Source: an optimization exercise on an open RTL-to-GDS flow (aim: small area). Production flows keep margins and buffers that such runs may drop.
In this exercise RTL edits were held to simulation tests only and were not proved equivalent to the original.
Power and IR drop assume default switching activity.

==> flow/design.v (outline; a module is shown in full before it is edited, if it fits) <==
// module cpu65xx: 3297 lines
module cpu65xx(clk, enable, reset, nmi_n, irq_n, so_n, din, dout, addr, we, debugOpcode, debugPc, debugA, debugX, debugY, debugS);
  // ...
==> flow/flow/run.sh <==
#!/bin/bash
# Standard ORFS layout (the standard.sh), with two changes:
#  - the port buffers are the smallest buffer (buf_1) instead of the
#    default choice;
#  - clock tree synthesis inserts no dummy loads.
set -euo pipefail
export BUFFER_PORTS_ARGS="-buffer_cell sky130_fd_sc_hd__buf_1"
export CTS_ARGS="-sink_clustering_enable -repair_clock_nets -dont_use_dummy_load"
bash standard.sh > standard.log 2>&1
==> flow/standard.sh <==
#!/bin/bash
# synth_recipe.tcl (not shown) runs the flow's synth.tcl, then flattens the netlist and writes it again
# the make line also repeats each setting of config.mk as NAME=value (left out here)
make -C /OpenROAD-flow-scripts/flow DESIGN_CONFIG=/design/flow/config.mk WORK_HOME=/design/flow/orfs CLKGATE_MAP_FILE= SYNTH_SCRIPT=/design/flow/synth_recipe.tcl "${@:-finish}"
==> flow/config.mk <==
export PLATFORM = sky130hd
export DESIGN_NAME = cpu65xx
export DESIGN_NICKNAME = cpu65xx
export VERILOG_FILES = /design/flow/design.v
export SDC_FILE = /design/flow/constraint.sdc
export NUM_CORES = 4
export LEC_CHECK = 0
export ABC_AREA = 1
export CAP_MARGIN = 20
export CORE_MARGIN = 2
export CORE_UTILIZATION = 40
export SLEW_MARGIN = 20
==> flow/constraint.sdc <==
create_clock -name core_clock -period 10.0 [get_ports {clk}]
set_input_delay 2.0000 -clock core_clock [delete_from_list [all_inputs] [get_ports {clk}]]
set_output_delay 2.0000 -clock core_clock [all_outputs]
set_load 0.01 [all_outputs]
==> impl_summary.log, run 1 <==
INFO  metric use_met3 = 3.80%
INFO  metric grt_start_max_net_pins = 25
INFO  metric finalClockSkew = 0.0367 ns
INFO  metric drt.antenna.violating_nets = 0
INFO  metric synth_cell_type_count = 67
INFO  metric timing.critical_path.to_type = flop
INFO  metric grt_pass1_wl = 57.5 mm
INFO  metric pwr-share-comb = 43.0%
INFO  metric dieHeight = 162 µm
INFO  metric met3_length = 2.98 mm
INFO  metric worst_hold_path_type = flop to flop
INFO  metric sequential_cell_total = 98
INFO  metric multi_input_area = 0.00604 mm²
INFO  metric clock_transition_at_the_registers_of_the_reported_paths = 0.09 ns
INFO  metric tritoncts = yes
INFO  metric postSynthCellCount = 1346
INFO  metric io_pins = 95
INFO  metric r2r.worst_path.cells = 36
INFO  metric power.group.top = combinational cells
INFO  metric leakage = 4.89 nW
INFO  metric floorplan.die_area = 0.0262 mm²
INFO  metric cap_viol_max_count = 0
INFO  metric biggestRegsByFlops = addr: 16 flops, debugPc: 16 flops
INFO  metric run_status = finished clean
INFO  metric min_delay_path_depth = 0
INFO  metric biggestCellCategory = multi-input combinational cells
INFO  metric setup.worst_path.class = flop to flop
INFO  metric yosysSeqAreaShare = 28.8%
INFO  metric timing.critical_path.from_type = flop
INFO  metric clockNetworkAreaShare = 2.07%
==> run 2: changes to the inputs <==
--- a/flow/config.mk
+++ b/flow/config.mk
@@ -6,7 +6,6 @@
 export NUM_CORES = 4
 export LEC_CHECK = 0
-export ABC_AREA = 1
 export CAP_MARGIN = 20
 export CORE_MARGIN = 2
-export CORE_UTILIZATION = 40
+export CORE_UTILIZATION = 55
 export SLEW_MARGIN = 20
==> run 2 against run 1 <==
  * First-iteration DRC count rose by 23%
  * Fmax fell by 2.5%
  * Highest routed layer is now met4
  * Largest cell class unchanged
  * Synthesized cell count fell by 18%
  * Die area fell by 27%
  * Combinational power fell by 6.2%
  * Power fell by 2.7%
  * Worst hold slack got worse by 0.014 ns
  * Via count fell by 2.2%
  * Sequential cell count did not move
  * Sequential power rose by 2%
==> impl_summary.log, run 2 <==
INFO  metric run_status = finished clean
INFO  metric grt_overflow = 0
INFO  metric placeableCoreArea = 0.0178 mm²
INFO  metric post-route-drc-count = 0
INFO  metric synth_area_leader_cell = edfxtp_1
INFO  metric setup-violations-final = 0
INFO  metric most-common-layout-cells = nor2_1, buf_1, edfxtp_1
INFO  metric finalClockSkew = 0.0268 ns (-0.00995 ns)
INFO  metric timing.critical_path.to_type = flop
INFO  metric overall_global_routing_resource_usage = 38.9%
INFO  metric synth-edff-count = 90
INFO  metric grt_start_max_net_pins = 41 (+64%)
INFO  metric io_buffer_count = 94
INFO  metric worst-slew-pin-transition = 1.03 ns
INFO  metric maximum_vdd_drop = 0.0000960 V
INFO  metric areaGrowthSynthToFinish = 7.00%
INFO  metric vias_per_cell = 7.04
INFO  metric postRouteWirelength = 37.7 mm
INFO  metric ys_top_cells_by_area = edfxtp_1, ha_1, fa_1
INFO  metric cap_viol_max_count = 0 (unchanged)
INFO  metric leading_cell_type_in_the_layout_fill_and_taps_excluded = nor2_1
INFO  metric clock-root-buffer = clkbuf_16
INFO  metric ctsHoldBuffers = 0
INFO  metric setup.worst_path.class = flop to flop
INFO  metric leakage = 3.87 nW (-21%)
INFO  metric tritoncts = yes
INFO  metric drt_iter0_drc = 1450
INFO  metric worst_ep_required_time = 10.29 ns
INFO  metric hold_viol = 0
INFO  metric synthTopCellsByCount = nor2_1, edfxtp_1, nand2_1
INFO  metric finalWeightedCongestion = 1.01
INFO  metric final-instance-count-excl-fill = 1394
INFO  metric postSynthCellCount = 1107 (-18%)
INFO  metric starting_utilization_of_the_core_area = 55.5%
INFO  metric antenna_found_initial = 1
INFO  metric synth_cell_type_count = 115 (+72%)
INFO  metric crit_path_max_fanout = 20
INFO  metric timing.fmax = 0.107 GHz
INFO  metric clock_transition_at_the_registers_of_the_reported_paths = 0.06 ns (-0.03 ns)
INFO  metric critical_path.slowest_cell = edfxtp_1
INFO  metric combined_area_of_all_synthesized_cells = 0.00991 mm²
INFO  metric post_cts_buffers = 0
INFO  metric ctsResizeCount = 0
INFO  metric drive_above_1_share = 10.1%
INFO  metric via_count = 9820
INFO  metric drt.antenna.violating_nets = 0 (unchanged)
INFO  metric worst_hold_path_type = flop to flop
INFO  metric yosysSeqAreaShare = 28.9% (+0.12 points)
INFO  metric clock_insertion_delay_worst_skew = 0.35 ns
INFO  metric dp_hpwl = 28.8 mm
INFO  metric mappedNetlistNets = 1192
INFO  metric synth_seq_cells = 98
INFO  metric critPathBufInv = 2
INFO  metric vias_in_the_first_global_route = 9280
INFO  metric chipWidth = 138 µm
INFO  metric htree_num_levels = 3
INFO  metric unrepaired_setup_endpoints_after_global_routing = false
INFO  metric core.rowCount = 49
INFO  metric placed_cells = 1384
INFO  metric firstDrtPassIters = 9
INFO  metric post-synth-top-count-cell = nor2_1
INFO  metric power_density = 140 mW/mm²
INFO  metric floorplan.die_area = 0.0191 mm² (-27%)
INFO  metric worstPathArrival = 9.63 ns
INFO  metric final.hold.worst_slack = 0.472 ns
INFO  metric drt-wirelength-per-cell = 27.1 µm
INFO  metric timing.final.max_slew_violations = 0
INFO  metric grt_pass1_wl = 57.1 mm (-0.63%)
INFO  metric post-route-util = 59.4%
INFO  metric ys.flop_type = edfxtp_1
INFO  metric setup-tns-final = 0 ns
INFO  metric final_worst_path_cycle_share = 93.5%
INFO  metric cpLargestDelayFamily = adder cells
INFO  metric tritoncts.num_buffers = 9
INFO  metric biggestRegsByFlops = addr: 16 flops, debugPc: 16 flops
INFO  metric synthesis.yosys.warnings = 1
INFO  metric io_pins = 95 (unchanged)
INFO  metric clkSinkCount = 98
INFO  metric timing.critical_path.from_type = flop
INFO  metric synthesis.area_per_instance = 8.95 µm²
INFO  metric maxSlewHeadroom = 31.0%
INFO  metric dieHeight = 138 µm (-15%)
INFO  metric netlist.area_leader.share = 27.3%
INFO  metric clk_path_buf_depth = 2
INFO  metric final.min_clock_period = 9.35 ns
INFO  metric worst_path_largest_cell_delay = 0.81 ns
INFO  metric synthArstFlopShare = 0%
INFO  metric count_of_nets_after_finishing = 1251
[run 2: cell type report]
type                    instances  area, µm²
multi-input cells             885       6480
repair buffers                117        538
flip-flops and latches         98       2860
diodes                          1       2.50
fillers                      1659       7240
inverters                      55        206
well taps                     229        287
clock buffers                   9        225
[run 2: metrics by stage]
stage | area, µm² | setup WS, ns | total power, mW
4_1_cts | 10600 | 0.843 | 1.47
2_1_floorplan | 9910 | 1.40 | 0.977
6_report | 10600 | 0.654 | 1.49
3_3_place_gp | 10400 | 0.987 | 1.17
3_5_place_dp | 10400 | 0.791 | 1.18
5_1_grt | 10600 | 0.246 | 1.55
[run 2: final timing paths]
check / start / endpoint / slack (ns) / cells past startpoint
setup reg to reg: debugOpcode[4] / debugS[7] / 0.65 / 33
hold / removal: V / Vprev / 0.47 / 0
setup / recovery: debugOpcode[4] / debugS[7] / 0.65 / 33
hold reg to reg: V / Vprev / 0.47 / 0
[run 2: power by group]
| part | total [mW] | switching (mW) | leakage, nW | internal [mW] |
|---|---|---|---|---|
| Sequential | 0.573 | 0.0648 | 0.895 | 0.508 |
| Combinational | 0.617 | 0.384 | 2.87 | 0.233 |
| Clock | 0.298 | 0.139 | 0.111 | 0.159 |
[run 2: kinds of logic (layout without fill, tap and decap cells)]
family	Yosys count	count (layout)	share of synthesized area [%]
AO/OA/AOI/OAI	345	345	25.6
XOR/XNOR	31	31	2.74
adder cells (fa/ha/maj)	71	71	11.0
buffers and inverters	124	181	5.82
flip-flops	98	98	28.9
multiplexers	35	35	3.99
other	0	1	0
AND/OR/NAND/NOR	403	403	22.0
[run 2: worst register-to-register path, delay by kind of cell, from the launching register on]
kind	cells	cell delay (ns)
buffers and inverters	2	0.37
adders and majority gates	10	3.38
muxes	2	0.36
AOI/OAI and AO/OA	10	1.89
DFF	1	0.81
xor gates and xnor gates	4	1.06
and+or+nand+nor	5	1.44
[run 2: layer usage]
layer	part of all wire (%)	wire length, µm	track usage, %
met5	0	0	0
met4	5.7	2150	19.6
met3	11	4100	6.96
met2	46	17200	61.3
met1	38	14300	51.7
==> run 3: changes to the inputs <==
--- a/flow/config.mk
+++ b/flow/config.mk
@@ -9,3 +9,4 @@
 export CORE_MARGIN = 2
 export CORE_UTILIZATION = 55
+export GPL_TIMING_DRIVEN = 0
 export SLEW_MARGIN = 20
==> run 3 against run 2 <==
  * Register-to-register slack worse by 0.28 ns
  * Critical path depth is 2 lower
  * Sequential cell count stayed put
  * Global-route usage rose by 1.6 points
==> impl_summary.log, run 3 <==
INFO  metric areaGrowthSynthToFinish = 9.22%
INFO  metric r2r-start = debugOpcode[4]
INFO  metric worst_path_largest_cell_delay = 0.61 ns (-0.20 ns)
INFO  metric ctsHoldBuffers = 0 (unchanged)
INFO  metric timing.fmax = 0.104 GHz (-2.9%)
INFO  metric leakage = 3.97 nW (+2.5%)
INFO  metric final_worst_path_cycle_share = 96.3% (+2.8 points)
INFO  metric synthArstFlopShare = 0% (unchanged)
INFO  metric grt_overflow = 0 (unchanged)
INFO  metric vias_in_the_first_global_route = 9738 (+4.9%)
INFO  metric synth_seq_cells = 98 (unchanged)
INFO  metric power_density = 140 mW/mm² (-0.25%)
INFO  metric dp_hpwl = 30.7 mm (+6.5%)
INFO  metric clock_transition_at_the_registers_of_the_reported_paths = 0.07 ns (about the same)
INFO  metric synthesis.yosys.warnings = 1 (unchanged)
INFO  metric leading_cell_type_in_the_layout_fill_and_taps_excluded = nor2_1
INFO  metric cpLargestDelayFamily = adder cells
INFO  metric drive_above_1_share = 10.8% (+0.67 points)
INFO  metric count_of_nets_after_finishing = 1299 (+3.8%)
INFO  metric unrepaired_setup_endpoints_after_global_routing = false
INFO  metric worstPathArrival = 9.92 ns (+0.29 ns)
INFO  metric biggestRegsByFlops = addr: 16 flops, debugPc: 16 flops
INFO  metric synth-edff-count = 90 (unchanged)
INFO  metric setup-violations-final = 0 (unchanged)
INFO  metric critical_path.slowest_cell = xnor2_1
INFO  metric setup.reg_to_reg.worst_slack = 0.37 ns (-0.28 ns)
INFO  metric chipWidth = 138 µm (unchanged)
INFO  metric post-synth-top-count-cell = nor2_1
INFO  metric hold_viol = 0 (unchanged)
INFO  metric timing.critical_path.from_type = flop
INFO  metric io_pins = 95 (unchanged)
INFO  metric finalWeightedCongestion = 1.04 (+3.0%)
INFO  metric synth_cell_type_count = 115 (unchanged)
INFO  metric post-route-drc-count = 0 (unchanged)
INFO  metric dieHeight = 138 µm (unchanged)
INFO  metric maximum_vdd_drop = 0.000108 V (+12%)
INFO  metric maxSlewHeadroom = 23.6% (-7.5 points)
INFO  metric floorplan.die_area = 0.0191 mm² (unchanged)
INFO  metric ys.flop_type = edfxtp_1
INFO  metric worst_hold_path_type = flop to flop
INFO  metric final.hold.worst_slack = 0.491 ns (+0.0186 ns)
INFO  metric worst-slew-pin-transition = 1.14 ns (+0.109 ns)
INFO  metric netlist.area_leader.share = 27.3% (unchanged)
INFO  metric htree_num_levels = 3 (unchanged)
INFO  metric most-common-layout-cells = nor2_1, buf_1, edfxtp_1
INFO  metric r2r.worst_path.cells = 31 (-6.1%)
INFO  metric tritoncts = yes
INFO  metric antenna_found_initial = 0 (-1)
INFO  metric worst_ep_required_time = 10.29 ns (about the same)
INFO  metric worstHoldStart = processIrq
INFO  metric placeableCoreArea = 0.0178 mm² (unchanged)
INFO  metric setup.worst_path.class = flop to flop
INFO  metric via_count = 10356 (+5.5%)
INFO  metric grt_pass1_wl = 59.4 mm (+3.9%)
INFO  metric postSynthCellCount = 1107 (unchanged)
INFO  metric min_delay_path_depth = 0 (unchanged)
INFO  metric clk_path_buf_depth = 2 (unchanged)
INFO  metric critPathBufInv = 2 (unchanged)
INFO  metric finalClockSkew = 0.0215 ns (-0.00530 ns)
INFO  metric vias_per_cell = 7.18 (+1.9%)
INFO  metric fillers = 1633 (-1.6%)
INFO  metric tritoncts.num_buffers = 9 (unchanged)
INFO  metric clock_insertion_delay_worst_skew = 0.36 ns (about the same)
INFO  metric ys_top_cells_by_area = edfxtp_1, ha_1, fa_1
INFO  metric yosysSeqAreaShare = 28.9% (unchanged)
INFO  metric overall_global_routing_resource_usage = 40.4% (+1.6 points)
INFO  metric crit_cells = 31 (-6.1%)
INFO  metric setup-tns-final = 0 ns (unchanged)
INFO  metric combined_area_of_all_synthesized_cells = 0.00991 mm² (unchanged)
INFO  metric synthesis.area_per_instance = 8.95 µm² (unchanged)
INFO  metric core.rowCount = 49 (unchanged)
INFO  metric critical_path.startpoint = debugOpcode[4]
INFO  metric timing.final.max_slew_violations = 0 (unchanged)
INFO  metric final.min_clock_period = 9.63 ns (+0.283 ns)
INFO  metric clkSinkCount = 98 (unchanged)
INFO  metric drt.antenna.violating_nets = 0 (unchanged)
INFO  metric crit_path_frequent_cell = fa_1
INFO  metric io_buffer_count = 94 (unchanged)
INFO  metric postRouteWirelength = 39.5 mm (+4.8%)
INFO  metric grt_start_max_net_pins = 17 (-59%)
INFO  metric timing.critical_path.to_type = flop
INFO  metric run_status = finished clean
INFO  metric drt_iter0_drc = 1871 (+29%)
INFO  metric firstDrtPassIters = 7 (-2)
INFO  metric crit_path_max_fanout = 10 (-50%)
INFO  metric synth_area_leader_cell = edfxtp_1
INFO  metric post-route-util = 60.7% (+1.2 points)
INFO  metric clock-root-buffer = clkbuf_16
INFO  metric mappedNetlistNets = 1192 (unchanged)
INFO  metric starting_utilization_of_the_core_area = 55.5% (unchanged)
INFO  metric synthTopCellsByCount = nor2_1, edfxtp_1, nand2_1
INFO  metric cap_viol_max_count = 0 (unchanged)
INFO  metric drt-wirelength-per-cell = 27.4 µm (+1.3%)
-- run 3: cell count changes in the layout (fill, tap and decap cells not counted), moves of 7 or more --
cell / delta
buf_4: -10
buf_2: +14
clkbuf_1: +36
buf_6: +7
-- run 3: worst register-to-register path: cells and delay by family (launching register included) --
family | cells | cell delay, ns
simple gates | 5 | 1.39
mux | 3 | 0.90
buf+inv | 2 | 0.31
flops | 1 | 0.52
xor+xnor | 3 | 1.04
fa+ha+maj | 10 | 3.74
compound gates | 8 | 1.67
-- run 3: stage by stage --
stage / worst slack, ns / area [µm²] / power (mW) / std cells
after floorplan: 1.40 / 9910 / 0.977 / 1107
after global placement: 0.272 / 10500 / 1.18 / 1430
after detailed placement: 0.195 / 10600 / 1.19 / 1431
after CTS: 0.214 / 10800 / 1.49 / 1440
after global routing: 0.0360 / 10800 / 1.58 / 1441
final: 0.371 / 10800 / 1.52 / 1442
-- run 3: path summary, 6_finish.rpt --
path	endpoint
max	debugS[7]
min	irqActive
max reg2reg	debugS[7]
min reg2reg	irqActive
-- run 3: layout make-up --
cell class | instances | area [µm²] | share of cell area, %
Multi-Input combinational cell | 885 | 6490 | 60.0
Inverter | 55 | 206 | 1.91
Buffer | 69 | 372 | 3.43
Timing Repair Buffer | 96 | 375 | 3.47
Antenna cell | 1 | 2.50 | 0.0231
Clock buffer | 9 | 225 | 2.08
Tap cell | 229 | 287 | 2.65
Sequential cell | 98 | 2860 | 26.5
-- run 3: metal layers --
| layer | vias up | part of all wire (%) | global-route usage (%) |
|---|---|---|---|
| met1 | 4961 | 38 | 53.7 |
| met2 | 829 | 44 | 63.3 |
| met3 | 165 | 12 | 10.0 |
| met5 | - | 0 | 0 |
| li1 | 4401 | - | - |
| met4 | 0 | 5.4 | 17.2 |
-- run 3: repair_timing --
item | CTS | global route
hold endpoints to repair | 0 | 0
setup endpoints to repair | 0 | 3
buffers inserted | 0 | 1
gates resized for setup | 0 | 3
-- run 3: kinds of logic after synthesis --
kind of cell               synth area share [%]
and+or+nand+nor                            22.0
AOI/OAI and AO/OA                          25.6
buffers and inverters                      5.82
DFF                                        28.9
adders and majority gates                  11.0
muxes                                      3.99
xor gates and xnor gates                   2.74
-- run 3: report_power, final --
part           internal [mW]  total (mW)  switching [mW]
clock                  0.159       0.306           0.147
combinational          0.239       0.647           0.408
sequential             0.508       0.562          0.0540
==> run 4: changes to the inputs <==
--- a/flow/config.mk
+++ b/flow/config.mk
@@ -6,7 +6,7 @@
 export NUM_CORES = 4
 export LEC_CHECK = 0
+export ABC_CLOCK_PERIOD_IN_PS = 14000
 export CAP_MARGIN = 20
 export CORE_MARGIN = 2
-export CORE_UTILIZATION = 55
-export GPL_TIMING_DRIVEN = 0
+export CORE_UTILIZATION = 40
 export SLEW_MARGIN = 20
==> run 4 against run 3 <==
  * Still clean on timing, DRC and antenna
  * Clock skew is 0.0037 ns lower
  * Synthesized area stayed put
  * Die area is 36% higher
  * Synthesized cell count stayed put
  * Critical path depth is 1 higher
  * Global-route usage is 10 points lower
  * Largest cell class unchanged
  * Largest power group unchanged
==> impl_summary.log, run 4 <==
INFO  metric clock-root-buffer = clkbuf_16
INFO  metric clock_transition_at_the_registers_of_the_reported_paths = 0.06 ns (about the same)
INFO  metric htree_num_levels = 3 (unchanged)
INFO  metric count_of_nets_after_finishing = 1256 (-3.3%)
INFO  metric synthTopCellsByCount = nor2_1, edfxtp_1, nand2_1
INFO  metric yosysSeqAreaShare = 28.9% (unchanged)
INFO  metric biggestRegsByFlops = addr: 16 flops, debugPc: 16 flops
INFO  metric io_pins = 95 (unchanged)
INFO  metric combined_area_of_all_synthesized_cells = 0.00991 mm² (unchanged)
INFO  metric tritoncts = yes
INFO  metric vias_per_cell = 6.57 (-8.5%)
INFO  metric timing.critical_path.to_type = flop
INFO  metric placed_cells = 1483 (+3.6%)
INFO  metric ys_top_cells_by_area = edfxtp_1, ha_1, fa_1
INFO  metric synthesis.area_per_instance = 8.95 µm² (unchanged)
INFO  metric placeableCoreArea = 0.0243 mm² (+36%)
INFO  metric drt.antenna.violating_nets = 0 (unchanged)
INFO  metric dieHeight = 161 µm (+17%)
INFO  metric worstPathArrival = 9.77 ns (-0.15 ns)
INFO  metric synth_area_leader_cell = edfxtp_1
INFO  metric crit_path_max_fanout = 22 (+12)
INFO  metric post-synth-top-count-cell = nor2_1
INFO  metric worst_hold_path_type = flop to flop
INFO  metric maximum_vdd_drop = 0.0000901 V (-16%)
INFO  metric synth_cell_type_count = 115 (unchanged)
INFO  metric final-instance-count-excl-fill = 1493 (+3.5%)
INFO  metric antenna_found_initial = 0 (unchanged)
INFO  metric firstDrtPassIters = 7 (unchanged)
INFO  metric drive_above_1_share = 10.6% (-0.20 points)
INFO  metric cap_viol_max_count = 0 (unchanged)
INFO  metric dp_hpwl = 30.6 mm (-0.39%)
INFO  metric run_status = finished clean
INFO  metric core.rowCount = 57 (+16%)
INFO  metric finalClockSkew = 0.0178 ns (-0.00374 ns)
INFO  metric timing.critical_path.from_type = flop
INFO  metric worst_flop_to_flop_path_endpoint = debugS[7]
INFO  metric areaGrowthSynthToFinish = 8.59%
INFO  metric synth_seq_cells = 98 (unchanged)
INFO  metric setup.reg_to_reg.worst_slack = 0.53 ns (+0.16 ns)
INFO  metric io_buffer_count = 94 (unchanged)
INFO  metric ctsResizeCount = 0 (unchanged)
INFO  metric r2r.worst_path.cells = 32 (+3.2%)
INFO  metric antenna_cells_inserted = 0 (-1)
INFO  metric clock_insertion_delay_worst_skew = 0.36 ns (about the same)
INFO  metric drt-wirelength-per-cell = 26.4 µm (-3.6%)
INFO  metric tritoncts.num_buffers = 9 (unchanged)
INFO  metric mappedNetlistNets = 1192 (unchanged)
INFO  metric timing.fmax = 0.106 GHz (+1.7%)
INFO  metric final_worst_path_cycle_share = 94.7% (-1.6 points)
INFO  metric hold_viol = 0 (unchanged)
INFO  metric worst_path_largest_cell_delay = 0.90 ns (+0.29 ns)
INFO  metric crit_path_frequent_cell = fa_1
INFO  metric synth-edff-count = 90 (unchanged)
INFO  metric vias_in_the_first_global_route = 9376 (-3.7%)
INFO  metric setup-violations-final = 0 (unchanged)
INFO  metric setup-tns-final = 0 ns (unchanged)
INFO  metric grt_overflow = 0 (unchanged)
INFO  metric maxSlewHeadroom = 35.8% (+12 points)
INFO  metric postSynthCellCount = 1107 (unchanged)
INFO  metric starting_utilization_of_the_core_area = 40.7% (-15 points)
INFO  metric synthesis.yosys.warnings = 1 (unchanged)
INFO  metric min_delay_path_depth = 0 (unchanged)
INFO  metric finalWeightedCongestion = 0.957 (-7.7%)
INFO  metric leading_cell_type_in_the_layout_fill_and_taps_excluded = nor2_1
INFO  metric setup.worst_path.class = flop to flop
INFO  metric netlist.area_leader.share = 27.3% (unchanged)
INFO  metric ys.flop_type = edfxtp_1
INFO  metric chipWidth = 161 µm (+17%)
INFO  metric r2r-start = debugOpcode[2]
INFO  metric timing.final.max_slew_violations = 0 (unchanged)
INFO  metric most-common-layout-cells = nor2_1, buf_1, edfxtp_1
INFO  metric post-route-drc-count = 0 (unchanged)
INFO  metric power_density = 139 mW/mm² (-0.44%)
INFO  metric unrepaired_setup_endpoints_after_global_routing = false
INFO  metric worst_ep_required_time = 10.29 ns (about the same)
INFO  metric critical_path.slowest_cell = edfxtp_1
INFO  metric ctsHoldBuffers = 0 (unchanged)
INFO  metric worst-slew-pin-transition = 0.963 ns (-0.181 ns)
INFO  metric drt_iter0_drc = 1462 (-22%)
INFO  metric post_cts_buffers = 0 (unchanged)
INFO  metric postRouteWirelength = 39.5 mm (-0.15%)
INFO  metric clk_path_buf_depth = 2 (unchanged)
INFO  metric leakage = 3.90 nW (-1.8%)
INFO  metric synthArstFlopShare = 0% (unchanged)
INFO  metric floorplan.die_area = 0.0260 mm² (+36%)
INFO  metric via_count = 9806 (-5.3%)
INFO  metric grt_pass1_wl = 59.9 mm (+0.99%)
INFO  metric final.min_clock_period = 9.47 ns (-0.157 ns)
INFO  metric critical_path.startpoint = debugOpcode[2]
INFO  metric clkSinkCount = 98 (unchanged)
INFO  metric grt_start_max_net_pins = 38 (+21)
INFO  metric overall_global_routing_resource_usage = 30.2% (-10 points)
INFO  metric cp-endpoint = debugS[7]
run 4: layout make-up:
cell class              count  area [µm²]
fillers                  2453       13600
flip-flops and latches     98        2860
well taps                 324         405
clock buffers               9         225
repair buffers            122         576
inverters                  55         206
multi-input cells         885        6480
run 4: cell families after synthesis:
family          Yosys count  share of synthesized area, %
compound gates          345                          25.6
xor+xnor                 31                          2.74
fa+ha+maj                71                          11.0
buf+inv                 124                          5.82
flops                    98                          28.9
mux                      35                          3.99
simple gates            403                          22.0
run 4: critical path: cells and delay by family (launching register included):
family                   cells  cell delay [ns]
XOR/XNOR                     3             0.85
flip-flops                   1             0.90
adder cells (fa/ha/maj)     10             3.68
buffers and inverters        2             0.40
AO/OA/AOI/OAI                9             1.72
AND/OR/NAND/NOR              6             1.45
multiplexers                 2             0.36
run 4: how the worst min path moves through the flow:
stage	start	to	slack [ns]
2_1_floorplan	V	Vprev	0.43
3_3_place_gp	V	Vprev	0.46
3_5_place_dp	V	Vprev	0.46
4_1_cts	V	Vprev	0.48
5_1_grt	V	Vprev	0.49
6_report	V	Vprev	0.47
run 4: per-layer routing:
metal	track usage, %	up-vias	share of wire [%]
met4	9.74	0	3.2
met1	41.5	4763	41
met2	48.3	626	46
met3	5.60	90	9.4
met5	0	-	0
li1	-	4327	-
run 4: power breakdown:
part,switching (mW),internal (mW),total (mW)
clock network,0.147,0.159,0.306
logic,0.385,0.235,0.620
registers,0.0653,0.508,0.573
run 4: per-stage QoR:
step           util (%)  power (mW)  hold WS [ns]  cell area [µm²]  setup slack [ns]
2_1_floorplan         -       0.977         0.427             9910              1.40
3_5_place_dp       43.3        1.18         0.463            10500             0.718
4_1_cts            44.2        1.49         0.476            10700             0.676
3_3_place_gp       43.3        1.18         0.460            10500             0.933
5_1_grt            44.2        1.58         0.489            10800             0.114
6_report           44.2        1.50         0.470            10800             0.529
==> run 5: changes to the inputs <==
--- a/flow/config.mk
+++ b/flow/config.mk
@@ -6,5 +6,4 @@
 export NUM_CORES = 4
 export LEC_CHECK = 0
-export ABC_CLOCK_PERIOD_IN_PS = 14000
 export CAP_MARGIN = 20
 export CORE_MARGIN = 2
==> run 5 against run 4 <==
  * Routed wire length is the same
  * Non-clock buffer count is the same
  * Synthesized cell count is the same
  * Die area is the same
  * Final cell count is the same
  * Still clean
  * Core utilization is the same
  * Clock skew is the same
  * Sequential share of layout area is the same
  * First-iteration DRC count is the same
  * Largest power group unchanged
  * Worst hold slack is the same
  * Sequential power is essentially flat
  * Critical endpoint unchanged
==> impl_summary.log, run 5 <==
INFO  metric run_status = finished clean
INFO  metric core.rowCount = 57 (unchanged)
INFO  metric final_cell_area = 0.0108 mm² (unchanged)
INFO  metric unrepaired_setup_endpoints_after_global_routing = false
INFO  metric synthesis.yosys.warnings = 1 (unchanged)
INFO  metric met2WireLength = 18.3 mm (unchanged)
INFO  metric synth_area_leader_cell = edfxtp_1
INFO  metric r2r-start = debugOpcode[2]
INFO  metric synth-edff-count = 90 (unchanged)
INFO  metric postSynthCellCount = 1107 (unchanged)
INFO  metric areaGrowthSynthToFinish = 8.59% (unchanged)
INFO  metric cpLargestDelayFamily = adder cells
INFO  metric starting_utilization_of_the_core_area = 40.7% (unchanged)
INFO  metric hold_worst_path_end = Vprev
INFO  metric fillers = 2453 (unchanged)
INFO  metric hold_viol = 0 (unchanged)
INFO  metric vias_in_the_first_global_route = 9376 (unchanged)
INFO  metric drt-wirelength-per-cell = 26.4 µm (unchanged)
INFO  metric maximum_vdd_drop = 0.0000901 V (unchanged)
INFO  metric synthesis.area_per_instance = 8.95 µm² (unchanged)
INFO  metric dr.max_layer_used = met4
INFO  metric yosysSeqAreaShare = 28.9% (unchanged)
INFO  metric crit_path_frequent_cell = fa_1
INFO  metric pwr-share-comb = 41.4% (about the same)
INFO  metric timing.critical_path.from_type = flop
INFO  metric final.min_clock_period = 9.47 ns (unchanged)
INFO  metric placeableCoreArea = 0.0243 mm² (unchanged)
INFO  metric grt_start_max_net_pins = 38 (unchanged)
INFO  metric setup-tns-final = 0 ns (unchanged)
INFO  metric leakage = 3.90 nW (unchanged)
INFO  metric combined_area_of_all_synthesized_cells = 0.00991 mm² (unchanged)
INFO  metric io_pins = 95 (unchanged)
INFO  metric final_critical_path_setup_slack = 0.529 ns (unchanged)
INFO  metric count_of_nets_after_finishing = 1256 (unchanged)
INFO  metric most-common-layout-cells = nor2_1, buf_1, edfxtp_1
INFO  metric setup-violations-final = 0 (unchanged)
INFO  metric power_report.internal_total = 902 µW (unchanged)
INFO  metric total_power = 1.50 mW (unchanged)
INFO  metric drt_iter0_drc = 1462 (unchanged)
INFO  metric post-synth-top-count-cell = nor2_1
INFO  metric antenna_found_initial = 0 (unchanged)
INFO  metric critPathBufInv = 2 (unchanged)
INFO  metric cap_viol_max_count = 0 (unchanged)
INFO  metric synth_top_family_by_area = compound AO/OA/AOI/OAI gates
INFO  metric final.hold.worst_slack = 0.470 ns (unchanged)
INFO  metric min_delay_path_depth = 0 (unchanged)
INFO  metric p_clk_share = 20.4% (about the same)
INFO  metric synth_cell_type_count = 115 (unchanged)
INFO  metric finalClockSkew = 0.0178 ns (unchanged)
INFO  metric switching_share = 39.8% (unchanged)
INFO  metric io_buffer_count = 94 (unchanged)
INFO  metric post-route-util = 44.2% (unchanged)
INFO  metric ys.flop_type = edfxtp_1
INFO  metric leading_cell_type_in_the_layout_fill_and_taps_excluded = nor2_1
INFO  metric met3_length = 3.72 mm (unchanged)
INFO  metric synth.area.mux_share = 3.99% (unchanged)
INFO  metric drt.antenna.violating_nets = 0 (unchanged)
INFO  metric clock_transition_at_the_registers_of_the_reported_paths = 0.06 ns (about the same)
INFO  metric firstDrtPassIters = 7 (unchanged)
INFO  metric post-route-drc-count = 0 (unchanged)
INFO  metric synth_seq_cells = 98 (unchanged)
INFO  metric post_cts_buffers = 0 (unchanged)
INFO  metric timing.final.max_slew_violations = 0 (unchanged)
INFO  metric antenna_cells_inserted = 0 (unchanged)
INFO  metric finalWeightedCongestion = 0.957 (unchanged)
INFO  metric tritoncts = yes
INFO  metric vias_per_cell = 6.57 (unchanged)
INFO  metric ctsHoldBuffers = 0 (unchanged)
INFO  metric mappedNetlistNets = 1192 (unchanged)
INFO  metric maxSlewHeadroom = 35.8% (unchanged)
INFO  metric final_worst_path_cycle_share = 94.7% (unchanged)
INFO  metric overall_global_routing_resource_usage = 30.2% (unchanged)
INFO  metric tritoncts.num_buffers = 9 (unchanged)
INFO  metric grt_overflow = 0 (unchanged)
INFO  metric netlist.area_leader.share = 27.3% (unchanged)
INFO  metric post_synth_fa_ha_maj_area_fraction = 11.0% (unchanged)
INFO  metric dieHeight = 161 µm (unchanged)
INFO  metric worstHoldStart = V
INFO  metric post_dp_cell_area = 0.0105 mm² (unchanged)
INFO  metric met1_length = 16.2 mm (unchanged)
INFO  metric r2r.worst_path.cells = 32 (unchanged)
INFO  metric worstPathArrival = 9.77 ns (about the same)
INFO  metric drive_above_1_share = 10.6% (unchanged)
INFO  metric synthArstFlopShare = 0% (unchanged)
INFO  metric clock_insertion_delay_worst_skew = 0.36 ns (about the same)
INFO  metric preCtsSetupSlack = 0.718 ns (unchanged)
INFO  metric grt_pass1_wl = 59.9 mm (unchanged)
INFO  metric critical_path.slowest_cell = edfxtp_1
INFO  metric biggestRegsByFlops = addr: 16 flops, debugPc: 16 flops
INFO  metric clock-root-buffer = clkbuf_16
INFO  metric setup.reg_to_reg.worst_slack = 0.53 ns (about the same)
INFO  metric setup.worst_path.class = flop to flop
INFO  metric dp_hpwl = 30.6 mm (unchanged)
INFO  metric timing.critical_path.to_type = flop
INFO  metric chipWidth = 161 µm (unchanged)
INFO  metric clkSinkCount = 98 (unchanged)
INFO  metric htree_num_levels = 3 (unchanged)
INFO  metric placed_cells = 1483 (unchanged)
INFO  metric ys_top_cells_by_area = edfxtp_1, ha_1, fa_1
INFO  metric worst-slew-pin-transition = 0.963 ns (unchanged)
INFO  metric worst_path_largest_cell_delay = 0.90 ns (about the same)
INFO  metric yosys.area_share.xor_xnor = 2.74% (unchanged)
INFO  metric crit_cells = 32 (unchanged)
INFO  metric crit_path_max_fanout = 22 (unchanged)
INFO  metric ctsResizeCount = 0 (unchanged)
INFO  metric area_fraction_in_compound_gates_after_synthesis = 25.6% (unchanged)
INFO  metric total_switching_power = 597 µW (unchanged)
INFO  metric synthTopCellsByCount = nor2_1, edfxtp_1, nand2_1
INFO  metric clk_path_buf_depth = 2 (unchanged)
INFO  metric final-instance-count-excl-fill = 1493 (unchanged)
INFO  metric synth-simple-area-share = 22.0% (unchanged)
INFO  metric worst_hold_path_type = flop to flop
INFO  metric power_density = 139 mW/mm² (unchanged)
INFO  metric worst_ep_required_time = 10.29 ns (about the same)
INFO  metric postRouteWirelength = 39.5 mm (unchanged)
INFO  metric floorplan.die_area = 0.0260 mm² (unchanged)
INFO  metric via_count = 9806 (unchanged)
INFO  metric worst_flop_to_flop_path_endpoint = debugS[7]
INFO  metric seq_power_share = 38.2% (about the same)
INFO  metric timing.fmax = 0.106 GHz (unchanged)
==> run 5: worst max path at each step <==
| stage | startpoint | end | slack [ns] |
|---|---|---|---|
| floorplan | debugOpcode[4] | debugPc[15] | 1.40 |
| global placement | debugOpcode[2] | debugS[7] | 0.93 |
| detailed placement | debugOpcode[2] | debugS[7] | 0.72 |
| CTS | debugOpcode[2] | debugS[7] | 0.68 |
| global route | debugOpcode[2] | debugS[7] | 0.11 |
| finish | debugOpcode[2] | debugS[7] | 0.53 |
==> run 5: final cells by class <==
| cell class | instances | area (µm²) | area share, % |
|---|---|---|---|
| clock buffers | 9 | 225 | 2.09 |
| inverters | 55 | 206 | 1.92 |
| multi-input cells | 885 | 6480 | 60.3 |
| flip-flops and latches | 98 | 2860 | 26.6 |
| well taps | 324 | 405 | 3.77 |
| repair buffers | 122 | 576 | 5.35 |
==> run 5: kinds of logic after synthesis <==
| logic type | count (synthesis) |
|---|---|
| multiplexers | 35 |
| adder cells (fa/ha/maj) | 71 |
| AND/OR/NAND/NOR | 403 |
| AO/OA/AOI/OAI | 345 |
| buffers and inverters | 124 |
| flip-flops | 98 |
| XOR/XNOR | 31 |
==> run 5: per-layer routing <==
layer  up-vias  track usage [%]
met5         -                0
met4         0             9.74
met3        90             5.60
met2       626             48.3
met1      4763             41.5
li1       4327                -
==> run 5: power groups by stage <==
stage          Sequential, mW  Combinational [mW]  Clock, mW
2_1_floorplan           0.554               0.423          0
6_report                0.573               0.620      0.306
3_5_place_dp            0.580               0.603          0
3_3_place_gp            0.581               0.604          0
4_1_cts                 0.571               0.607      0.309
5_1_grt                 0.577               0.676      0.323
==> run 6: changes to the inputs <==
--- a/flow/config.mk
+++ b/flow/config.mk
@@ -6,6 +6,7 @@
 export NUM_CORES = 4
 export LEC_CHECK = 0
+export ABC_AREA = 1
 export CAP_MARGIN = 20
 export CORE_MARGIN = 2
-export CORE_UTILIZATION = 40
+export CORE_UTILIZATION = 65
 export SLEW_MARGIN = 20
==> run 6 against run 5 <==
  * Sequential cell count did not move
  * Final cell count increased by 8.9%
  * Largest cell class unchanged
  * Power up 2.7%
  * Critical path depth up 4
  * Register-to-register slack improved by 0.06 ns
  * Non-clock buffer count is 21 lower
  * Die area decreased by 37%
  * Fmax up 0.66%
  * Synthesized area is 0.43% higher
  * Worst setup slack improved by 0.062 ns
  * Still clean on timing, DRC and antenna
  * Synthesized cell count increased by 22%
==> impl_summary.log, run 6 <==
INFO  metric dieHeight = 128 µm (-21%)
INFO  metric post-synth-top-count-cell = nand2_1
INFO  metric post_cts_buffers = 0 (unchanged)
INFO  metric postSynthCellCount = 1346 (+22%)
INFO  metric worst_ep_required_time = 10.08 ns (-0.21 ns)
INFO  metric via_count = 10704 (+9.2%)
INFO  metric worst_hold_path_type = flop to flop
INFO  metric post-route-drc-count = 0 (unchanged)
INFO  metric timing.fmax = 0.106 GHz (+0.66%)
INFO  metric synth-edff-count = 90 (unchanged)
INFO  metric htree_num_levels = 3 (unchanged)
INFO  metric placeableCoreArea = 0.0151 mm² (-38%)
INFO  metric maximum_vdd_drop = 0.000127 V (+41%)
INFO  metric combined_area_of_all_synthesized_cells = 0.00995 mm² (+0.43%)
INFO  metric ys.flop_type = edfxtp_1
INFO  metric ctsResizeCount = 0 (unchanged)
INFO  metric worst_flop_to_flop_path_endpoint = debugPc[15]
INFO  metric setup-tns-final = 0 ns (unchanged)
INFO  metric timing.critical_path.from_type = flop
INFO  metric fillers = 1232 (-50%)
INFO  metric starting_utilization_of_the_core_area = 66.0% (+25 points)
INFO  metric synthArstFlopShare = 0% (unchanged)
INFO  metric worstHoldStart = V
INFO  metric io_buffer_count = 94 (unchanged)
INFO  metric floorplan.die_area = 0.0163 mm² (-37%)
INFO  metric setup-violations-final = 0 (unchanged)
INFO  metric critical_path.startpoint = debugOpcode[7]
INFO  metric clock-root-buffer = clkbuf_16
INFO  metric grt_pass1_wl = 54.8 mm (-8.6%)
INFO  metric synthesis.area_per_instance = 7.39 µm² (-17%)
INFO  metric run_status = finished clean
INFO  metric dp_hpwl = 28.4 mm (-7.3%)
INFO  metric synth_cell_type_count = 67 (-42%)
INFO  metric clk_path_buf_depth = 2 (unchanged)
INFO  metric drive_above_1_share = 12.2% (+1.6 points)
INFO  metric use_met1 = 61.6% (+20 points)
INFO  metric cp-endpoint = debugPc[15]
INFO  metric r2r.worst_path.cells = 36 (+13%)
INFO  metric biggestRegsByFlops = addr: 16 flops, debugPc: 16 flops
INFO  metric mappedNetlistNets = 1431 (+20%)
INFO  metric r2r-start = debugOpcode[7]
INFO  metric synthTopCellsByCount = nand2_1, inv_1, nor2_1
INFO  metric overall_global_routing_resource_usage = 44.2% (+14 points)
INFO  metric final.min_clock_period = 9.41 ns (-0.0625 ns)
INFO  metric tritoncts.num_buffers = 9 (unchanged)
INFO  metric tritoncts = yes
INFO  metric multi_input_area = 0.00605 mm² (-6.8%)
INFO  metric synth_seq_cells = 98 (unchanged)
INFO  metric ys_top_cells_by_area = edfxtp_1, nand2_1, inv_1
INFO  metric yosys.area_share.xor_xnor = 1.66% (-1.1 points)
INFO  metric synth_top_family_by_area = simple AND/OR/NAND/NOR gates
INFO  metric critical_path.slowest_cell = edfxtp_1
INFO  metric global_route.peak_usage_layer = met2
INFO  metric chipWidth = 128 µm (-21%)
INFO  metric unrepaired_setup_endpoints_after_global_routing = false
INFO  metric postRouteWirelength = 35.7 mm (-9.6%)
INFO  metric firstDrtPassIters = 8 (+1)
INFO  metric clock_insertion_delay_worst_skew = 0.36 ns (about the same)
INFO  metric seq_area = 0.00286 mm² (unchanged)
INFO  metric met2_capacity_usage_during_global_routing = 66.8% (+19 points)
INFO  metric cap_viol_max_count = 0 (unchanged)
INFO  metric core.rowCount = 45 (-21%)
INFO  metric final_worst_path_cycle_share = 94.1% (-0.62 points)
INFO  metric area_fraction_in_compound_gates_after_synthesis = 14.9% (-11 points)
INFO  metric yosysSeqAreaShare = 28.8% (-0.12 points)
INFO  metric use_met3 = 8.01% (+2.4 points)
INFO  metric count_of_nets_after_finishing = 1525 (+21%)
INFO  metric io_pins = 95 (unchanged)
INFO  metric grt_overflow = 0 (unchanged)
INFO  metric worst_path_largest_cell_delay = 0.81 ns (-0.09 ns)
INFO  metric vias_per_cell = 6.58 (+0.23%)
INFO  metric setup.worst_path.class = flop to flop
INFO  metric timing.critical_path.to_type = flop
INFO  metric netlist.area_leader.share = 27.2% (-0.12 points)
INFO  metric crit_path_frequent_cell = fa_1
INFO  metric total_power = 1.54 mW (+2.7%)
INFO  metric clock_transition_at_the_registers_of_the_reported_paths = 0.08 ns (+0.02 ns)
INFO  metric synthesis.yosys.warnings = 1 (unchanged)
INFO  metric antenna_cells_inserted = 0 (unchanged)
INFO  metric synth_area_leader_cell = edfxtp_1
INFO  metric most-common-layout-cells = nand2_1, inv_1, nor2_1
INFO  metric finalWeightedCongestion = 1.03 (+7.7%)
INFO  metric final.hold.worst_slack = 0.485 ns (+0.0151 ns)
INFO  metric post_synth_fa_ha_maj_area_fraction = 11.0% (-0.047 points)
INFO  metric power_density = 144 mW/mm² (+3.2%)
INFO  metric leading_cell_type_in_the_layout_fill_and_taps_excluded = nand2_1
INFO  metric grt_start_max_net_pins = 25 (-34%)
INFO  metric crit_path_max_fanout = 10 (-55%)
INFO  metric drt-wirelength-per-cell = 22.0 µm (-17%)
INFO  metric finalClockSkew = 0.0202 ns (+0.00244 ns)
INFO  metric timing.final.max_slew_violations = 0 (unchanged)
INFO  metric leakage = 4.90 nW (+26%)
INFO  metric synth-simple-area-share = 32.2% (+10 points)
INFO  metric drt_iter0_drc = 1880 (+29%)
INFO  metric synth.area.mux_share = 0.792% (-3.2 points)
INFO  metric antenna_found_initial = 0 (unchanged)
INFO  metric drt.antenna.violating_nets = 0 (unchanged)
INFO  metric maxSlewHeadroom = 22.0% (-14 points)
INFO  metric hold_viol = 0 (unchanged)
INFO  metric ctsHoldBuffers = 0 (unchanged)
INFO  metric setup.reg_to_reg.worst_slack = 0.59 ns (+0.06 ns)
INFO  metric clkSinkCount = 98 (unchanged)
INFO  metric vias_in_the_first_global_route = 9735 (+3.8%)
INFO  metric worst-slew-pin-transition = 1.17 ns (+0.207 ns)
INFO  metric areaGrowthSynthToFinish = 7.62%
INFO  metric worstPathArrival = 9.49 ns (-0.28 ns)
run 6: cell count changes in the layout (fill, tap and decap cells not counted), sizes merged, moves of 24 or more:
cell | before | now
and2 | 25 | 1
nand3 | 38 | 90
inv | 53 | 245
o21ai | 56 | 91
nor2 | 117 | 168
nand2 | 73 | 338
run 6: layout make-up:
type,count,area share [%]
multi-input cells,983,56.5
flip-flops and latches,98,26.7
inverters,247,8.73
repair buffers,101,3.79
well taps,188,2.20
clock buffers,9,2.10
run 6: kinds of logic after synthesis:
| family | after synthesis |
|---|---|
| xor+xnor | 18 |
| mux | 7 |
| simple gates | 654 |
| fa+ha+maj | 71 |
| flops | 98 |
| compound gates | 233 |
| buf+inv | 265 |
run 6: metal layers:
metal / share of wire [%] / vias to the layer above
li1: - / 4655
met1: 37 / 4880
met2: 43 / 998
met5: 0 / -
met4: 6.0 / 0
met3: 14 / 171
run 6: worst max-delay path: cells and delay by family, from the launching register on:
family | cells | cell delay (ns)
simple gates | 7 | 0.89
buf+inv | 7 | 0.85
xor+xnor | 1 | 0.16
fa+ha+maj | 14 | 5.25
compound gates | 7 | 1.17
flops | 1 | 0.81
run 6: worst min-delay path by stage:
stage                       end  slack, ns  depth (start not counted)
after detailed placement  Vprev       0.48                          0
after CTS                 Vprev       0.48                          0
after floorplan           Vprev       0.43                          0
final                     Vprev       0.49                          0
after global placement    Vprev       0.44                          0
after global routing      Vprev       0.50                          0
run 6: power breakdown:
group	switching, mW	internal (mW)	total [mW]
sequential	0.0493	0.514	0.563
clock	0.152	0.159	0.311
combinational	0.454	0.212	0.667
run 6: per-stage QoR:
step           worst slack [ns]  utilization (%)  area [µm²]  cells
6_report                  0.591             71.0       10700   1626
5_1_grt                   0.241             71.0       10700   1626
4_1_cts                   0.769             70.9       10700   1625
2_1_floorplan              1.99                -        9950   1346
3_3_place_gp               1.17             69.4       10500   1616
3_5_place_dp              0.769             69.4       10500   1616
==> run 7: changes to the inputs <==
--- a/flow/config.mk
+++ b/flow/config.mk
@@ -6,7 +6,6 @@
 export NUM_CORES = 4
 export LEC_CHECK = 0
-export ABC_AREA = 1
-export CAP_MARGIN = 20
+export CAP_MARGIN = 5
 export CORE_MARGIN = 2
-export CORE_UTILIZATION = 65
-export SLEW_MARGIN = 20
+export CORE_UTILIZATION = 55
+export SLEW_MARGIN = 5
==> run 7 against run 6 <==
  * Non-clock buffer count is 16 higher
  * Highest routed layer unchanged
  * Still clean
  * Register-to-register slack better by 0.05 ns
  * Synthesized cell count is 18% lower
  * Critical endpoint is now debugS[7]
  * Largest power group unchanged
==> impl_summary.log, run 7 <==
INFO  metric cpLargestDelayFamily = adder cells
INFO  metric biggestRegsByFlops = addr: 16 flops, debugPc: 16 flops
INFO  metric postSynthCellCount = 1107 (-18%)
INFO  metric maxSlewHeadroom = 14.7% (-7.3 points)
INFO  metric worst-slew-pin-transition = 1.27 ns (+0.0982 ns)
INFO  metric hold_worst_path_end = Vprev
INFO  metric post-synth-top-count-cell = nor2_1
INFO  metric worst_flop_to_flop_path_endpoint = debugS[7]
INFO  metric synth_cell_type_count = 115 (+72%)
INFO  metric post-route-drc-count = 0 (unchanged)
INFO  metric worstHoldStart = V
INFO  metric floorplan.die_area = 0.0191 mm² (+17%)
INFO  metric most-common-layout-cells = nor2_1, buf_1, edfxtp_1
INFO  metric ctsHoldBuffers = 0 (unchanged)
INFO  metric r2r.worst_path.cells = 33 (-8.3%)
INFO  metric setup-tns-final = 0 ns (unchanged)
INFO  metric worst_hold_path_type = flop to flop
INFO  metric placeableCoreArea = 0.0178 mm² (+18%)
INFO  metric clock_transition_at_the_registers_of_the_reported_paths = 0.06 ns (-0.02 ns)
INFO  metric combined_area_of_all_synthesized_cells = 0.00991 mm² (-0.43%)
INFO  metric clkSinkCount = 98 (unchanged)
INFO  metric setup.reg_to_reg.worst_slack = 0.64 ns (+0.05 ns)
INFO  metric r2r-start = debugOpcode[4]
INFO  metric synth.area.mux_share = 3.99% (+3.2 points)
INFO  metric drt_iter0_drc = 1449 (-23%)
INFO  metric synth-simple-area-share = 22.0% (-10 points)
INFO  metric unrepaired_setup_endpoints_after_global_routing = false
INFO  metric worst_ep_required_time = 10.29 ns (+0.21 ns)
INFO  metric mappedNetlistNets = 1192 (-17%)
INFO  metric tritoncts.num_buffers = 9 (unchanged)
INFO  metric firstDrtPassIters = 11 (+3)
INFO  metric dp_hpwl = 28.8 mm (+1.7%)
INFO  metric final-instance-count-excl-fill = 1394 (-14%)
INFO  metric synth-edff-count = 90 (unchanged)
INFO  metric clock_insertion_delay_worst_skew = 0.36 ns (about the same)
INFO  metric leading_cell_type_in_the_layout_fill_and_taps_excluded = nor2_1
INFO  metric yosys.area_share.xor_xnor = 2.74% (+1.1 points)
INFO  metric ctsResizeCount = 0 (unchanged)
INFO  metric starting_utilization_of_the_core_area = 55.5% (-10 points)
INFO  metric grt_pass1_wl = 57.1 mm (+4.3%)
INFO  metric synth_area_leader_cell = edfxtp_1
INFO  metric clock-root-buffer = clkbuf_16
INFO  metric vias_per_cell = 7.08 (+7.5%)
INFO  metric timing.critical_path.from_type = flop
INFO  metric final.min_clock_period = 9.36 ns (-0.0451 ns)
INFO  metric ys_top_cells_by_area = edfxtp_1, ha_1, fa_1
INFO  metric areaGrowthSynthToFinish = 7.00%
INFO  metric drt.antenna.violating_nets = 0 (unchanged)
INFO  metric drive_above_1_share = 10.1% (-2.0 points)
INFO  metric worstPathArrival = 9.65 ns (+0.16 ns)
INFO  metric synth_seq_cells = 98 (unchanged)
INFO  metric timing.final.max_slew_violations = 0 (unchanged)
INFO  metric vias_in_the_first_global_route = 9280 (-4.7%)
INFO  metric critPathBufInv = 2 (-5)
INFO  metric worst_path_largest_cell_delay = 0.81 ns (about the same)
INFO  metric tritoncts = yes
INFO  metric critical_path.slowest_cell = edfxtp_1
INFO  metric synthesis.area_per_instance = 8.95 µm² (+21%)
INFO  metric io_pins = 95 (unchanged)
INFO  metric core.rowCount = 49 (+8.9%)
INFO  metric maximum_vdd_drop = 0.0000960 V (-24%)
INFO  metric setup-violations-final = 0 (unchanged)
INFO  metric crit_path_max_fanout = 20 (+10)
INFO  metric io_buffer_count = 94 (unchanged)
INFO  metric dieHeight = 138 µm (+8.2%)
INFO  metric netlist.area_leader.share = 27.3% (+0.12 points)
INFO  metric finalClockSkew = 0.0278 ns (+0.00761 ns)
INFO  metric setup.worst_path.class = flop to flop
INFO  metric final_worst_path_cycle_share = 93.6% (-0.45 points)
INFO  metric via_count = 9864 (-7.8%)
INFO  metric chipWidth = 138 µm (+8.2%)
INFO  metric count_of_nets_after_finishing = 1251 (-18%)
INFO  metric antenna_found_initial = 1 (+1)
INFO  metric drt-wirelength-per-cell = 27.0 µm (+23%)
INFO  metric synth_top_family_by_area = compound AO/OA/AOI/OAI gates
INFO  metric post_cts_buffers = 0 (unchanged)
INFO  metric grt_overflow = 0 (unchanged)
INFO  metric finalWeightedCongestion = 1.01 (-2.3%)
INFO  metric run_status = finished clean
INFO  metric ys.flop_type = edfxtp_1
INFO  metric area_fraction_in_compound_gates_after_synthesis = 25.6% (+11 points)
INFO  metric placed_cells = 1384 (-14%)
INFO  metric hold_viol = 0 (unchanged)
INFO  metric synthArstFlopShare = 0% (unchanged)
INFO  metric power_density = 140 mW/mm² (-2.3%)
INFO  metric htree_num_levels = 3 (unchanged)
INFO  metric postRouteWirelength = 37.7 mm (+5.6%)
INFO  metric post-route-util = 59.4% (-12 points)
INFO  metric synthTopCellsByCount = nor2_1, edfxtp_1, nand2_1
INFO  metric fillers = 1659 (+35%)
INFO  metric overall_global_routing_resource_usage = 38.9% (-5.3 points)
INFO  metric yosysSeqAreaShare = 28.9% (+0.12 points)
INFO  metric timing.fmax = 0.107 GHz (+0.48%)
INFO  metric leakage = 3.87 nW (-21%)
INFO  metric clk_path_buf_depth = 2 (unchanged)
INFO  metric synthesis.yosys.warnings = 1 (unchanged)
INFO  metric post_synth_fa_ha_maj_area_fraction = 11.0% (+0.047 points)
INFO  metric min_delay_path_depth = 0 (unchanged)
INFO  metric grt_start_max_net_pins = 41 (+64%)
INFO  metric timing.critical_path.to_type = flop
INFO  metric cap_viol_max_count = 0 (unchanged)
-- run 7: cell count changes after synthesis, sizes merged, moves of 20 or more --
cell / change
inv: -192
nand2b: +20
nand2: -265
clkbuf: +31
and2: +24
nor2b: +21
nand3: -52
buf: +20
o21ai: -35
nor2: -51
-- run 7: power by group --
part	internal, mW	switching [mW]
Combinational	0.233	0.383
Clock	0.159	0.141
Sequential	0.508	0.0650
-- run 7: worst max path at each step --
stage | startpoint | end | slack (ns) | cells after the start
after floorplan | debugOpcode[4] | debugPc[15] | 1.40 | 33
after global placement | debugOpcode[4] | debugS[7] | 0.99 | 32
after detailed placement | debugOpcode[2] | addr[15] | 0.79 | 32
after CTS | debugOpcode[4] | debugS[7] | 0.84 | 32
after global routing | debugOpcode[2] | addr[15] | 0.25 | 32
final | debugOpcode[4] | debugS[7] | 0.64 | 33
-- run 7: cell families after synthesis --
kind of cell / after synthesis
adder cells (fa/ha/maj): 71
buffers and inverters: 124
multiplexers: 35
XOR/XNOR: 31
AND/OR/NAND/NOR: 403
AO/OA/AOI/OAI: 345
flip-flops: 98
-- run 7: routing by layer --
metal | vias to the layer above | wire length, µm | GRT usage, %
li1 | 4316 | - | -
met1 | 4698 | 14300 | 51.7
met2 | 721 | 17200 | 61.3
met3 | 129 | 4020 | 6.96
met4 | 0 | 2190 | 19.6
met5 | - | 0 | 0
-- run 7: worst register-to-register path: cells and delay by family (launching register included) --
family,cells,cell delay [ns]
compound gates,10,1.90
xor+xnor,4,1.07
fa+ha+maj,10,3.38
buf+inv,2,0.38
flops,1,0.81
mux,2,0.36
simple gates,5,1.45
-- run 7: final cells by class --
| cell class | instances | area, µm² | share of cell area (%) |
|---|---|---|---|
| Tap cell | 229 | 287 | 2.70 |
| Antenna cell | 1 | 2.50 | 0.0236 |
| Sequential cell | 98 | 2860 | 27.0 |
| Clock buffer | 9 | 225 | 2.12 |
| Timing Repair Buffer | 117 | 538 | 5.07 |
| Inverter | 55 | 206 | 1.95 |
| Multi-Input combinational cell | 885 | 6480 | 61.1 |
-- run 7: per-stage QoR --
step	hold WS (ns)	setup WS [ns]	instance area, µm²	power, mW
after floorplan	0.427	1.40	9910	0.977
after global placement	0.453	0.987	10400	1.17
after detailed placement	0.468	0.791	10400	1.18
after CTS	0.482	0.843	10600	1.47
after global routing	0.489	0.246	10600	1.55
final	0.477	0.636	10600	1.49
==> run 8: changes to the inputs <==
==> flow/flow/run.sh (replaced) <==
#!/bin/bash
# Standard ORFS layout (the standard.sh), with two changes:
#  - the port buffers are the smallest buffer (buf_1) instead of the
#    default choice;
#  - clock tree synthesis clusters up to 50 sinks per buffer and inserts
#    no dummy loads.
set -euo pipefail
export BUFFER_PORTS_ARGS="-buffer_cell sky130_fd_sc_hd__buf_1"
export CTS_ARGS="-sink_clustering_enable -sink_clustering_size 50 -sink_clustering_max_diameter 300 -repair_clock_nets -dont_use_dummy_load"
bash standard.sh > standard.log 2>&1
--- a/flow/config.mk
+++ b/flow/config.mk
@@ -6,6 +6,6 @@
 export NUM_CORES = 4
 export LEC_CHECK = 0
-export CAP_MARGIN = 5
+export CAP_MARGIN = 20
 export CORE_MARGIN = 2
-export CORE_UTILIZATION = 55
-export SLEW_MARGIN = 5
+export CORE_UTILIZATION = 40
+export SLEW_MARGIN = 20
==> run 8 against run 7 <==
  * Fmax shrank 1.1%
  * Design area grew 1.5%
  * Largest cell class unchanged
  * Sequential cell count is the same
  * Clock skew shrank 0.010 ns
  * Critical path depth shrank 1
  * Worst setup slack lost 0.11 ns
  * Sequential share of layout area shrank 0.40 points
  * Clock power grew 2%
  * Sequential power is essentially flat
  * Routed wire length grew 4.7%
  * Final cell count grew 7.1%
  * Worst hold slack lost 0.0065 ns
==> impl_summary.log, run 8 <==
INFO  metric cp-endpoint = debugS[7]
INFO  metric maximum_vdd_drop = 0.0000901 V (-6.2%)
INFO  metric seq_power_share = 38.2% (-0.3 points)
INFO  metric worst_path_largest_cell_delay = 0.90 ns (+0.09 ns)
INFO  metric via_count = 9806 (-0.59%)
INFO  metric antenna_cells_inserted = 0 (-1)
INFO  metric overall_global_routing_resource_usage = 30.2% (-8.7 points)
INFO  metric postSynthCellCount = 1107 (unchanged)
INFO  metric setup.worst_path.class = flop to flop
INFO  metric drive_above_1_share = 10.6% (+0.47 points)
INFO  metric timing.fmax = 0.106 GHz (-1.1%)
INFO  metric leading_cell_type_in_the_layout_fill_and_taps_excluded = nor2_1
INFO  metric cap_viol_max_count = 0 (unchanged)
INFO  metric ctsHoldBuffers = 0 (unchanged)
INFO  metric areaGrowthSynthToFinish = 8.59%
INFO  metric r2r-start = debugOpcode[2]
INFO  metric floorplan.die_area = 0.0260 mm² (+36%)
INFO  metric run_status = finished clean
INFO  metric synth_area_leader_cell = edfxtp_1
INFO  metric synthArstFlopShare = 0% (unchanged)
INFO  metric power_report.internal_total = 902 µW (+0.27%)
INFO  metric leakage = 3.90 nW (+0.67%)
INFO  metric p_clk_share = 20.4% (+0.2 points)
INFO  metric total_power = 1.50 mW (+0.69%)
INFO  metric fillers = 2453 (+48%)
INFO  metric setup-tns-final = 0 ns (unchanged)
INFO  metric clock-root-buffer = clkbuf_16
INFO  metric tritoncts = yes
INFO  metric met2_capacity_usage_during_global_routing = 48.3% (-13 points)
INFO  metric grt_overflow = 0 (unchanged)
INFO  metric chipWidth = 161 µm (+17%)
INFO  metric finalClockSkew = 0.0178 ns (-0.0101 ns)
INFO  metric hold_viol = 0 (unchanged)
INFO  metric pwr-share-comb = 41.4% (about the same)
INFO  metric count_of_nets_after_finishing = 1256 (+0.40%)
INFO  metric final.min_clock_period = 9.47 ns (+0.108 ns)
INFO  metric placeableCoreArea = 0.0243 mm² (+36%)
INFO  metric core.rowCount = 57 (+16%)
INFO  metric timing.critical_path.from_type = flop
INFO  metric combined_area_of_all_synthesized_cells = 0.00991 mm² (unchanged)
INFO  metric ys.flop_type = edfxtp_1
INFO  metric dieHeight = 161 µm (+17%)
INFO  metric vias_in_the_first_global_route = 9376 (+1.0%)
INFO  metric io_pins = 95 (unchanged)
INFO  metric power_density = 139 mW/mm² (-0.78%)
INFO  metric clock_transition_at_the_registers_of_the_reported_paths = 0.06 ns (about the same)
INFO  metric dp_hpwl = 30.6 mm (+6.1%)
INFO  metric critical_path.startpoint = debugOpcode[2]
INFO  metric yosysSeqAreaShare = 28.9% (unchanged)
INFO  metric worst-slew-pin-transition = 0.963 ns (-0.305 ns)
INFO  metric synthTopCellsByCount = nor2_1, edfxtp_1, nand2_1
INFO  metric synthesis.area_per_instance = 8.95 µm² (unchanged)
INFO  metric unrepaired_setup_endpoints_after_global_routing = false
INFO  metric clock_insertion_delay_worst_skew = 0.36 ns (about the same)
INFO  metric switching_share = 39.8% (+0.25 points)
INFO  metric synth_seq_cells = 98 (unchanged)
INFO  metric final_worst_path_cycle_share = 94.7% (+1.1 points)
INFO  metric most-common-layout-cells = nor2_1, buf_1, edfxtp_1
INFO  metric vias_per_cell = 6.57 (-7.2%)
INFO  metric tritoncts.num_buffers = 9 (unchanged)
INFO  metric multi_input_area = 0.00648 mm² (about the same)
INFO  metric total_switching_power = 597 µW (+1.3%)
INFO  metric finalWeightedCongestion = 0.957 (-5.0%)
INFO  metric drt_iter0_drc = 1462 (+0.90%)
INFO  metric synthesis.yosys.warnings = 1 (unchanged)
INFO  metric seq_area = 0.00286 mm² (unchanged)
INFO  metric biggestRegsByFlops = addr: 16 flops, debugPc: 16 flops
INFO  metric use_met1 = 41.5% (-10 points)
INFO  metric ctsResizeCount = 0 (unchanged)
INFO  metric post-route-drc-count = 0 (unchanged)
INFO  metric mappedNetlistNets = 1192 (unchanged)
INFO  metric critical_path.slowest_cell = edfxtp_1
INFO  metric netlist.area_leader.share = 27.3% (unchanged)
INFO  metric timing.final.max_slew_violations = 0 (unchanged)
INFO  metric synth-edff-count = 90 (unchanged)
INFO  metric post-synth-top-count-cell = nor2_1
INFO  metric clk_path_buf_depth = 2 (unchanged)
INFO  metric drt-wirelength-per-cell = 26.4 µm (-2.2%)
INFO  metric clkSinkCount = 98 (unchanged)
INFO  metric min_delay_path_depth = 0 (unchanged)
INFO  metric r2r.worst_path.cells = 32 (-3.0%)
INFO  metric global_route.peak_usage_layer = met2
INFO  metric firstDrtPassIters = 7 (-4)
INFO  metric htree_num_levels = 3 (unchanged)
INFO  metric ys_top_cells_by_area = edfxtp_1, ha_1, fa_1
INFO  metric worst_ep_required_time = 10.29 ns (about the same)
INFO  metric io_buffer_count = 94 (unchanged)
INFO  metric use_met3 = 5.60% (-1.4 points)
INFO  metric post_cts_buffers = 0 (unchanged)
INFO  metric setup-violations-final = 0 (unchanged)
INFO  metric worst_flop_to_flop_path_endpoint = debugS[7]
INFO  metric drt.antenna.violating_nets = 0 (unchanged)
INFO  metric worst_hold_path_type = flop to flop
INFO  metric maxSlewHeadroom = 35.8% (+21 points)
INFO  metric antenna_found_initial = 0 (-1)
INFO  metric grt_start_max_net_pins = 38 (-7.3%)
INFO  metric crit_path_frequent_cell = fa_1
INFO  metric worstPathArrival = 9.77 ns (+0.12 ns)
INFO  metric starting_utilization_of_the_core_area = 40.7% (-15 points)
INFO  metric setup.reg_to_reg.worst_slack = 0.53 ns (-0.11 ns)
INFO  metric crit_path_max_fanout = 22 (+10%)
INFO  metric grt_pass1_wl = 59.9 mm (+4.9%)
INFO  metric timing.critical_path.to_type = flop
INFO  metric postRouteWirelength = 39.5 mm (+4.7%)
INFO  metric synth_cell_type_count = 115 (unchanged)
## run 8: how the worst min path moves through the flow
| stage | start | to | slack, ns |
|---|---|---|---|
| 3_5_place_dp | V | Vprev | 0.46 |
| 6_report | V | Vprev | 0.47 |
| 4_1_cts | V | Vprev | 0.48 |
| 5_1_grt | V | Vprev | 0.49 |
| 3_3_place_gp | V | Vprev | 0.46 |
| 2_1_floorplan | V | Vprev | 0.43 |
## run 8: final cells by class
| type | instances | share of cell area [%] |
|---|---|---|
| Multi-Input combinational cell | 885 | 60.3 |
| Clock buffer | 9 | 2.09 |
| Tap cell | 324 | 3.77 |
| Sequential cell | 98 | 26.6 |
| Inverter | 55 | 1.92 |
| Timing Repair Buffer | 122 | 5.35 |
## run 8: per-layer routing
| layer | vias to the layer above | share of wire, % |
|---|---|---|
| li1 | 4327 | - |
| met1 | 4763 | 41 |
| met2 | 626 | 46 |
| met3 | 90 | 9.4 |
| met4 | 0 | 3.2 |
| met5 | - | 0 |
## run 8: worst max-delay path: cells and delay by family, from the launching register on
kind	cells	cell delay, ns
DFF	1	0.90
and+or+nand+nor	6	1.45
adders and majority gates	10	3.68
muxes	2	0.36
xor gates and xnor gates	3	0.85
buffers and inverters	2	0.40
AOI/OAI and AO/OA	9	1.72
## run 8: cell families after synthesis
group                    count (synthesis)  synth area share [%]
AO/OA/AOI/OAI                          345                  25.6
XOR/XNOR                                31                  2.74
adder cells (fa/ha/maj)                 71                  11.0
buffers and inverters                  124                  5.82
flip-flops                              98                  28.9
multiplexers                            35                  3.99
AND/OR/NAND/NOR                        403                  22.0
## run 8: through the flow
| stage | setup WS [ns] | instances | hold slack (ns) | util (%) | area, µm² |
|---|---|---|---|---|---|
| floorplan | 1.40 | 1107 | 0.427 | - | 9910 |
| global placement | 0.933 | 1483 | 0.460 | 43.3 | 10500 |
| detailed placement | 0.718 | 1483 | 0.463 | 43.3 | 10500 |
| CTS | 0.676 | 1492 | 0.476 | 44.2 | 10700 |
| global route | 0.114 | 1493 | 0.489 | 44.2 | 10800 |
| finish | 0.529 | 1493 | 0.470 | 44.2 | 10800 |
## run 8: power by group through the flow
stage / clock, mW / sequential, mW / combinational, mW
after detailed placement: 0 / 0.580 / 0.603
after floorplan: 0 / 0.554 / 0.423
after global placement: 0 / 0.581 / 0.604
after CTS: 0.309 / 0.571 / 0.607
after global routing: 0.323 / 0.577 / 0.676
final: 0.306 / 0.573 / 0.620

## re-timing with driven ports
The results above use ideal ports. As a check the final layouts listed here were re-extracted and re-timed, cells and wires unchanged.
Step 1: set_driving_cell puts a clkbuf_16 on clk and a buf_2 on each other input, an assumption about the parent block.
Step 2 times the ports against the registers' clock, not the clock port: input delays grow and output delays shrink by t, the midpoint of the rising clock arrivals with the driver on.
a / b / c = ideal / step 1 / step 2; a / b = the first two.
| run | t, ns | setup slack, ns | clock arrival spread, ns |
|---|---|---|---|
| run 1 | 0.393 | 0.888 / 0.888 / 0.888 | 0.037 / 0.037 |
| run 2 | 0.389 | 0.654 / 0.654 / 0.654 | 0.026 / 0.027 |
| run 3 | 0.395 | 0.371 / 0.371 / 0.371 | 0.022 / 0.021 |
| run 4 | 0.398 | 0.529 / 0.529 / 0.529 | 0.019 / 0.019 |
| run 5 | 0.398 | 0.529 / 0.529 / 0.529 | 0.019 / 0.019 |
| run 6 | 0.400 | 0.591 / 0.591 / 0.591 | 0.020 / 0.020 |
| run 7 | 0.390 | 0.636 / 0.636 / 0.636 | 0.028 / 0.028 |
| run 8 | 0.398 | 0.529 / 0.529 / 0.529 | 0.019 / 0.019 |
After both steps setup and hold are still met in every run listed.
